Background: an optimization exercise with open tools, aiming at small area and a short achievable clock period. Do not read the settings as production practice. In this exercise RTL edits were held to simulation tests only and were not proved equivalent to the original. Power is estimated from default activity; no workload was simulated.

### flow/run.sh
#!/bin/bash
# synth_recipe.tcl (not shown) runs the flow's synth.tcl, then flattens the netlist and writes it again
# the make line also repeats each setting of config.mk as NAME=value (left out here)
make -C /OpenROAD-flow-scripts/flow DESIGN_CONFIG=/design/flow/config.mk WORK_HOME=/design/flow/orfs CLKGATE_MAP_FILE= SYNTH_SCRIPT=/design/flow/synth_recipe.tcl finish
### flow/config.mk
export PLATFORM = sky130hd
export DESIGN_NAME = MIPS_Core
export DESIGN_NICKNAME = MIPS_Core
export VERILOG_FILES = /design/flow/design.v
export SDC_FILE = /design/flow/constraint.sdc
export NUM_CORES = 4
export LEC_CHECK = 0
export CAP_MARGIN = 20
export CORE_MARGIN = 2
export CORE_UTILIZATION = 30
export SLEW_MARGIN = 20
### flow/constraint.sdc
create_clock -name core_clock -period 22.0 [get_ports {Clk_M}]
set_input_delay 4.4000 -clock core_clock [delete_from_list [all_inputs] [get_ports {Clk_M}]]
set_output_delay 4.4000 -clock core_clock [all_outputs]
set_load 0.01 [all_outputs]
### flow/design.v
module Adder (
input  wire [31:0] A ,
input  wire [31:0] B ,
output wire [31:0] C
) ;
assign C = A + B ;
endmodule 
module MUX #(
parameter	M_WIDTH = 32
)(
input	wire sel ,
input	wire [M_WIDTH-1:0] in1 ,
input	wire [M_WIDTH-1:0] in2 ,
output  reg  [M_WIDTH-1:0] out ) ;
always @ (*)
	begin 
		case (sel)
			1'b0 : out = in1 ;
			1'b1 : out = in2 ;
		endcase 
    end
endmodule
module Shift_Left #(
parameter	I_WIDTH = 32
)(
input	wire  [I_WIDTH-1:0] in ,
output  wire  [I_WIDTH-1:0] out  ) ;
assign	out = in << 2;
endmodule
module Sign_Extend (
input  wire [15:0] Instr ,
output reg  [31:0] SignImm
);
wire result ;
assign result = Instr [15] ; 
always @ (*)
	begin
		if (result==1)
			SignImm = {16'hFFFF,Instr} ;
		else 
			SignImm = {16'h0000,Instr} ;
	end
endmodule 
module PC (
input wire CLK ,
input wire RST ,
input wire [31:0] i_PC ,
output reg [31:0] o_pc
);
reg [31:0] reg_pc ;
always @ ( posedge CLK or negedge RST )
	begin
		if (!RST)
			o_pc <= 32'h0000;
		else 
			o_pc <= i_PC ;
	end
endmodule
module ALU (
input	wire [31:0]	SrcA ,
input	wire [31:0]	SrcB ,
input	wire [2:0]	ALUControl ,
output	reg  [31:0]	ALUResult ,
output	wire	    zero
);
wire  [31:0] and_o;
wire  [31:0] or_o;
wire  [31:0] add_o;
wire  [31:0] sub_o;
wire  [31:0] mul_o;
wire SLT_o;
assign and_o = SrcA & SrcB ; 
assign or_o  = SrcA | SrcB ;
assign add_o = SrcA + SrcB ;
assign sub_o = SrcA - SrcB ;
assign mul_o = SrcA * SrcB ;
assign SLT_o = sub_o[31] ;
always @ (*)
	begin
		case (ALUControl)
			3'b000 : ALUResult = and_o;
			3'b001 : ALUResult = or_o;
			3'b010 : ALUResult = add_o;
			3'b100 : ALUResult = sub_o;
			3'b101 : ALUResult = mul_o;
			3'b110 : ALUResult = SLT_o;
			default : ALUResult = 32'd4;
        endcase
    end
assign zero = (ALUResult == 32'h0000);
endmodule 
module Register_File	#(
parameter	WIDTH = 32,
parameter	DEPTH = 100
)(
input	wire	Clk,
input 	wire 	Rst,
input	wire	WE3,
input	wire	[$clog2 (DEPTH)-1:0]	A1,
input	wire	[$clog2 (DEPTH)-1:0]	A2,
input	wire	[$clog2 (DEPTH)-1:0]	A3,
input	wire	[WIDTH-1:0]	WD3,
output	reg		[WIDTH-1:0]	RD1,
output	reg		[WIDTH-1:0]	RD2 	) ;
reg	[WIDTH-1:0]	Reg_File [0:DEPTH-1];
integer i;
always @ (*)
	begin
		RD1 = Reg_File	[A1] ;
		RD2 = Reg_File	[A2];
	end
always @ (posedge Clk or negedge Rst)
	begin
		i=0;
		if (!Rst)
			begin
				for (i=0 ; i < DEPTH;i=i+1)
					begin
						Reg_File [i] <= { (WIDTH) {1'b0} };
					end
			end
		else if (WE3)
			Reg_File[A3] <= WD3;
	end
endmodule
module Control_Unit (
input	wire	[5:0]	Opcode , 
input	wire	[5:0]	Funct  ,
output	reg     [2:0]	ALUControl ,
output	reg     MemtoReg,
output	reg     MemtoWrite,
output	reg     Branch,
output	reg     AluSrc,
output	reg     RegDst,
output	reg     RegWrite,
output	reg     Jump				);
reg [1:0]	ALUOP;
always @ (*)
	begin
		case (Opcode) 
            6'b10_0011 :begin
							Jump=0;
							MemtoWrite=0;
							RegWrite=1'b1;
							RegDst=0;
							AluSrc=1'b1;
							MemtoReg=1'b1;
							Branch=0;
							ALUOP=2'b00;
			            end
			6'b10_1011 :begin
							Jump=0;
							MemtoWrite=1'b1;
							RegWrite=0;
							RegDst=0;
							AluSrc=1'b1;
							MemtoReg=1'b1;
							Branch=0;
							ALUOP=2'b00;
			            end
			6'b00_0000 :begin
							Jump=0;
							MemtoWrite=0;
							RegWrite=1'b1;
							RegDst=1'b1;
							AluSrc=0;
							MemtoReg=0;
							Branch=0;
							ALUOP=2'b10;
			            end
			6'b00_1000 :begin
							Jump=0;
							MemtoWrite=0;
							RegWrite=1'b1;
							RegDst=0;
							AluSrc=1'b1;
							MemtoReg=0;
							Branch=0;
							ALUOP=2'b00;
			            end
			6'b00_0100 :begin
							Jump=0;
							MemtoWrite=0;
							RegWrite=0;
							RegDst=0;
							AluSrc=0;
							MemtoReg=0;
							Branch=1'b1;
							ALUOP=2'b01;
						end
			6'b00_0010 :begin
							Jump=1'b1;
							MemtoWrite=0;
							RegWrite=0;
							RegDst=0;
							AluSrc=0;
							MemtoReg=0;
							Branch=0;
							ALUOP=2'b00;
			            end 
            default :	begin
							Jump=0;
							MemtoWrite=0;
							RegWrite=0;
							RegDst=0;
							AluSrc=0;
							MemtoReg=0;
							Branch=0;
							ALUOP=2'b00;
						end
        endcase
	end
always @ (*)
	begin
		case (ALUOP)
			2'b00 	: ALUControl = 3'b010;
			2'b01 	: ALUControl = 3'b100;
			2'b10 	:	begin
							case (Funct)
								6'b10_0000	:	ALUControl = 3'b010 ;
								6'b10_0010	:	ALUControl = 3'b100 ;
								6'b10_1010	:	ALUControl = 3'b110 ;
								6'b01_1100	:	ALUControl = 3'b101 ;
								default : ALUControl = 3'b010;
							endcase
						end
			default : ALUControl = 3'b010;
		endcase
	end
endmodule 
module Data_Path (
input  wire          Clk_DP,
input  wire          Reset_DP,
input  wire          RegWrite_DP,
input  wire          RegDst_DP,
input  wire          ALUSrc_DP,
input  wire          MemtoReg_DP,
input  wire          PCSrc_DP,
input  wire          Jump_DP,
input  wire  [2:0]   ALUControl_DP,
input  wire  [31:0]  Instr_DP,
input  wire  [31:0]  ReadData_DP,
output wire          Zero_DP,
output wire  [31:0]  PC_DP,
output wire  [31:0]  ALUOut_DP,
output wire  [31:0]  WriteData_DP
);
wire [31:0] RD1_SrcA;
wire [4:0]  Mux1_OUT_A3;
wire [31:0] MUX0_SrcB;
wire [31:0] SignImm_MUX0_Sleft;
wire [31:0] Sleft_Adder0;
wire [31:0] PCBranch;
wire [31:0] PCPlus4;
wire [31:0] PCJump;
wire [27:0] Instr_shift;
wire [27:0] Out_shift0;
wire [31:0] MUX2_OUT;
wire [31:0] MUX3_OUT;
wire [31:0] Result_ReadData;
assign Instr_shift = {2'b00,Instr_DP[25:0]};
assign PCJump = {PCPlus4[31:28],Out_shift0};
Register_File #(.WIDTH(32),.DEPTH(32)) R_File(
	.Clk(Clk_DP),
    .Rst(Reset_DP),
	.WE3(RegWrite_DP),
	.A1 (Instr_DP[25:21]),
	.A2 (Instr_DP[20:16]),
	.A3 (Mux1_OUT_A3),
	.WD3(Result_ReadData),
	.RD1(RD1_SrcA),
	.RD2(WriteData_DP)
);
MUX #(.M_WIDTH(32)) Mux0(
	.sel (ALUSrc_DP) ,
	.in1 (WriteData_DP) ,
	.in2 (SignImm_MUX0_Sleft) ,
	.out (MUX0_SrcB)
);
MUX #(.M_WIDTH(5)) Mux1(
	.sel (RegDst_DP) ,
	.in1 (Instr_DP[20:16]) ,
	.in2 (Instr_DP[15:11]) ,
	.out (Mux1_OUT_A3)
);
MUX #(.M_WIDTH(32)) Mux2(
	.sel (PCSrc_DP) ,
	.in1 (PCPlus4) ,
	.in2 (PCBranch) ,
	.out (MUX2_OUT)
);
MUX #(.M_WIDTH(32)) Mux3(
	.sel (Jump_DP) ,
	.in1 (MUX2_OUT) ,
	.in2 (PCJump) ,
	.out (MUX3_OUT)
);
MUX #(.M_WIDTH(32)) Mux4(
	.sel (MemtoReg_DP) ,
	.in1 (ALUOut_DP) ,
	.in2 (ReadData_DP) ,
	.out (Result_ReadData)
);
ALU  Alu (
	.SrcA(RD1_SrcA),
	.SrcB(MUX0_SrcB),
	.ALUControl(ALUControl_DP),
	.ALUResult(ALUOut_DP),
	.zero(Zero_DP)
);
Sign_Extend S_Extend (
	.Instr(Instr_DP[15:0]),
	.SignImm(SignImm_MUX0_Sleft)
);
Shift_Left #(.I_WIDTH(28)) S_Left0 (
	.in(Instr_shift),
	.out(Out_shift0)
);
Shift_Left #(.I_WIDTH(32)) S_Left1 (
	.in(SignImm_MUX0_Sleft),
	.out(Sleft_Adder0)
);
Adder Add0 (
	.A(Sleft_Adder0),
	.B(PCPlus4),
	.C(PCBranch)
);
Adder Add1 (
	.A(PC_DP),
	.B(32'd4),
	.C(PCPlus4)
);
PC Pc1 (
	.CLK(Clk_DP),
	.RST(Reset_DP),
	.i_PC(MUX3_OUT),
	.o_pc(PC_DP)
);
endmodule
module MIPS_Core (
input  wire          Clk_M,
input  wire          Reset_M,
output wire  [31:0]  PC_M,
input  wire  [31:0]  Instr_M,
output wire          MemWrite_M,
output wire  [31:0]  ALUOut_M,
output wire  [31:0]  WriteData_M,
input  wire  [31:0]  ReadData_M
);
wire MemtoReg_M;
wire Branch_M;
wire ALUSrc_M;
wire Zero_M;
wire PCSrc_M;
wire RegDst_M;
wire RegWrite_M;
wire Jump_M;
wire [2:0] ALUControl_M;
assign PCSrc_M = Zero_M & Branch_M;
Control_Unit C_Unit(
    .Opcode(Instr_M[31:26]) ,
    .Funct(Instr_M[5:0])  ,
    .ALUControl(ALUControl_M) ,
    .MemtoReg(MemtoReg_M),
    .MemtoWrite(MemWrite_M),
    .Branch(Branch_M),
    .AluSrc(ALUSrc_M),
    .RegDst(RegDst_M),
    .RegWrite(RegWrite_M),
    .Jump(Jump_M)
);
Data_Path D_Path(
    .Clk_DP(Clk_M),
    .Reset_DP(Reset_M),
    .RegWrite_DP(RegWrite_M),
    .RegDst_DP(RegDst_M),
    .ALUSrc_DP(ALUSrc_M),
    .MemtoReg_DP(MemtoReg_M),
    .PCSrc_DP(PCSrc_M),
    .Jump_DP(Jump_M),
    .ALUControl_DP(ALUControl_M),
    .Instr_DP(Instr_M),
    .ReadData_DP(ReadData_M),
    .Zero_DP(Zero_M),
    .PC_DP(PC_M),
    .ALUOut_DP(ALUOut_M),
    .WriteData_DP(WriteData_M)
);
endmodule
==> impl_metrics.csv <==
group,metric,value,unit
logic_synthesis,ys_warn_count,8,
route,drt-initial-drc-count,13080,
clock_tree,cts_max_level,3,
clock_tree,cts.repair.resized,0,
logic_synthesis,yosysUniqueCellTypes,98,
critical_path,slowest_stage,"a21oi_1",
finish,utilization,34.97,%
global_route,grtUsageTotal,33.49,%
logic_synthesis,synth.most_common_cell,"nand2_1",
power_and_ir_drop,ir_drop,0.06536,mV
logic_synthesis,yosys-top-cells-area,"dfrtp_1, fa_1, nand2_1, o21ai_0, a22oi_1",
timing,min_period_over_period,98.14,%
timing,rsz0062_at_grt,"no",
timing,fin_setup_tns,0,ns
die,core_area,243700,um2
finish,syn_to_final_growth,15.72,%
route,drc,0,
power_and_ir_drop,powerDensity,56.70,nW/um2
placement,post-place-ws,0.8173,ns
global_route,grt_pass1_wl,588100,um
global_route,grt_pass1_vias,71580,
critical_path,critPathTopFamily,"adder cells",
die,rows,181,
clock_tree,holdBufCountCts,0,
global_route,use_met2,45.23,%
logic_synthesis,synth_top_area_share,35.82,%
placement,io_buffers,160,
logic_synthesis,avgSynthCellArea,8.557,um2
logic_synthesis,ys.flop_type,"dfrtp_1",
timing,tightest_slew,1.356,ns
global_route,antenna_found_initial,42,
timing,fin_crit,21.59,ns
critical_path,crit_path_max_fanout,25,
finish,fin_cells,12000,
die,die_h,499.5,um
placement,dp_hpwl,298700,um
logic_synthesis,synthCells,8606,
timing,setup_ws,0.4101,ns
global_route,overflow,0,
route,totalWireLength,428700,um
clock_tree,cts_buffer_depth,3,
outcome,status,"no timing/DRC/antenna violations",
logic_synthesis,synth_edf_count,0,
finish,drive_gt1_share,10.07,%
finish,layout.nets,9404,
route,wl_per_cell,35.71,um
timing,setup_viol,0,
route,antenna_left,0,
die,die_w,499.5,um
finish,multi_input_area,43050,um2
die,start_util,30.22,%
power_and_ir_drop,leakage,38.06,nW
route,via_count,75340,
die,dieArea,249500,um2
critical_path,critical_path_depth,39,
timing,max_freq,46.32,MHz
min_path,hold_depth,2,
clock_tree,post_cts_buffers,0,
clock_tree,cts_inserted_buffers,109,
critical_path,crit_type,"in -> out",
die,ios,163,
critical_path,cp-end-kind,"primary output",
critical_path,r2r_cells,37,
placement,gp_congestion,1.063,
critical_path,timing.critical_path.buf_inv,12,
logic_synthesis,ys_seq_area_share,35.82,%
logic_synthesis,synth-async-reset-ratio,100.0,%
logic_synthesis,syn_area,73640,um2
finish,fill_cells,24980,
min_path,hold_path.class,"reg -> reg",
timing,fin_skew,0.04995,ns
timing,slew_headroom,9.094,%
timing,final_hold_viol_count,0,
clock_tree,root_buffer,"clkbuf_16",
power_and_ir_drop,finalPower,4.832,mW
critical_path,critPathLaunchType,"input pin",
global_route,gr-max-usage-layer,"met2",
placement,dp.cells,11770,
critical_path,cp_data_arrival_time,17.19,ns
clock_tree,cts.clk_slew.worst_paths,0.07,ns
logic_synthesis,yosys.area.top_type,"dfrtp_1",
critical_path,path_common_cell,"fa_1",
flow_run,drv_cap,0,
critical_path,worstPathRequired,17.60,ns
global_route,gr-usage-met1,43.72,%
global_route,use_met3,14.21,%
route,first_pass_iters,10,
global_route,grt_max_degree,172,
finish,finalInstanceArea,85220,um2
logic_synthesis,ys_seq_elements,1054,
placement,postPlaceCellArea,81180,um2
clock_tree,cts_tree,"done",
timing,hold-worst-slack,0.5083,ns
critical_path,max_stage_delay,0.88,ns
clock_tree,clock_latency,0.81,ns
finish,regArea,26380,um2
timing,finalMaxSlewViolations,0,
clock_tree,cts.sinks,1054,
logic_synthesis,netlist_top_cells_count,"nand2_1, o21ai_0, dfrtp_1, a22oi_1, inv_1",
route,vias_per_cell,6.277,
==> cell usage in the layout, fill, tap and decap left out, types with 43 or more instances in the layout <==
| cell | instances |
|---|---|
| and3_1 | 85 |
| buf_4 | 431 |
| nand4_1 | 138 |
| dfrtp_1 | 1054 |
| o21ai_0 | 1095 |
| a21o_1 | 50 |
| fa_1 | 411 |
| clkbuf_16 | 110 |
| nand3_1 | 191 |
| nand2_1 | 1496 |
| clkdlybuf4s50_1 | 154 |
| inv_1 | 639 |
| nor3_1 | 74 |
| a221oi_1 | 66 |
| a21oi_1 | 229 |
| a22o_1 | 64 |
| nor2_4 | 54 |
| nor2_1 | 491 |
| a22oi_1 | 683 |
| ha_1 | 250 |
| xnor2_1 | 115 |
| mux2_2 | 44 |
| nand2b_1 | 43 |
==> report_power, final <==
group | internal (mW) | switching, mW
Clock | 1.16 | 0.904
Sequential | 1.98 | 0.0503
Combinational | 0.245 | 0.490
==> final timing paths <==
| check | from | end | slack [ns] |
|---|---|---|---|
| min | D_Path.R_File.Reg_File[10][29]$_DFFE_PN0P_ | D_Path.R_File.Reg_File[10][29]$_DFFE_PN0P_ | 0.51 |
| max reg2reg | D_Path.R_File.Reg_File[2][8]$_DFFE_PN0P_ | D_Path.Pc1.o_pc[26]$_DFF_PN0_ | 9.95 |
| max | Instr_M[19] | ALUOut_M[31] | 0.41 |
| min in group asynchronous | Reset_M | D_Path.R_File.Reg_File[18][19]$_DFFE_PN0P_ | 3.65 |
| max in group asynchronous | Reset_M | D_Path.Pc1.o_pc[2]$_DFF_PN0_ | 14.92 |
| min reg2reg | D_Path.R_File.Reg_File[10][29]$_DFFE_PN0P_ | D_Path.R_File.Reg_File[10][29]$_DFFE_PN0P_ | 0.51 |
==> worst register-to-register path, delay by kind of cell, from the launching register on <==
kind                       cells  cell delay, ns
xor gates and xnor gates       1            0.47
muxes                          1            0.31
DFF                            1            0.64
AOI/OAI and AO/OA             12            3.68
adders and majority gates      9            4.02
and+or+nand+nor                6            1.42
buffers and inverters          8            1.32
==> flip-flops by register name (all words and copies together) (netlist names) <==
register,cells
D_Path.Pc1.o_pc,30
D_Path.R_File.Reg_File,1024
==> area by class of cell <==
cell class	instances	share of cell area (%)
sequential	1054	30.95
antenna	32	0.09397
clock inverter	47	0.8589
inverter	655	2.885
timing repair buffer	618	6.312
multi-input combinational	6239	50.52
tap	3202	4.701
clock buffer	156	3.679
==> cell families after synthesis <==
group / share of synthesized area, %
other: 0.005092
buffers and inverters: 7.070
xor gates and xnor gates: 1.947
adders and majority gates: 15.42
DFF: 35.82
and+or+nand+nor: 16.77
AOI/OAI and AO/OA: 21.29
muxes: 1.684
==> routing by layer <==
layer  routed length, um  vias to the layer above
li1                    -                    29880
met1              162500                    37050
met2              165900                     6594
met3               66100                     1758
met4               33750                       60
met5                 394                        -

-- port drivers added, routing unchanged --
No port has a modelled driver above. Below, the same layout with a new extraction and two added sets of constraints.
Step 1 assumes that a clkbuf_16 drives the clock port and a buf_2 every other input.
Step 2 times the ports against the registers' clock, not the clock port: input delays grow and output delays shrink by t, the midpoint of the rising clock arrivals with the driver on.
Slacks: ideal / step 1 / step 2; pairs: ideal / step 1.
t, ns: 0.895
setup slack, ns: 0.410 / 0.353 / 0.353
hold WS [ns]: 0.508 / 0.508 / 0.508
worst setup path after step 2: input to output
worst slew at a driven data input, ns: 0.15
After both steps this run still meets setup and hold. For this run, drivers alone change the setup slack by -0.057 ns; drivers and shift together by -0.057 ns.
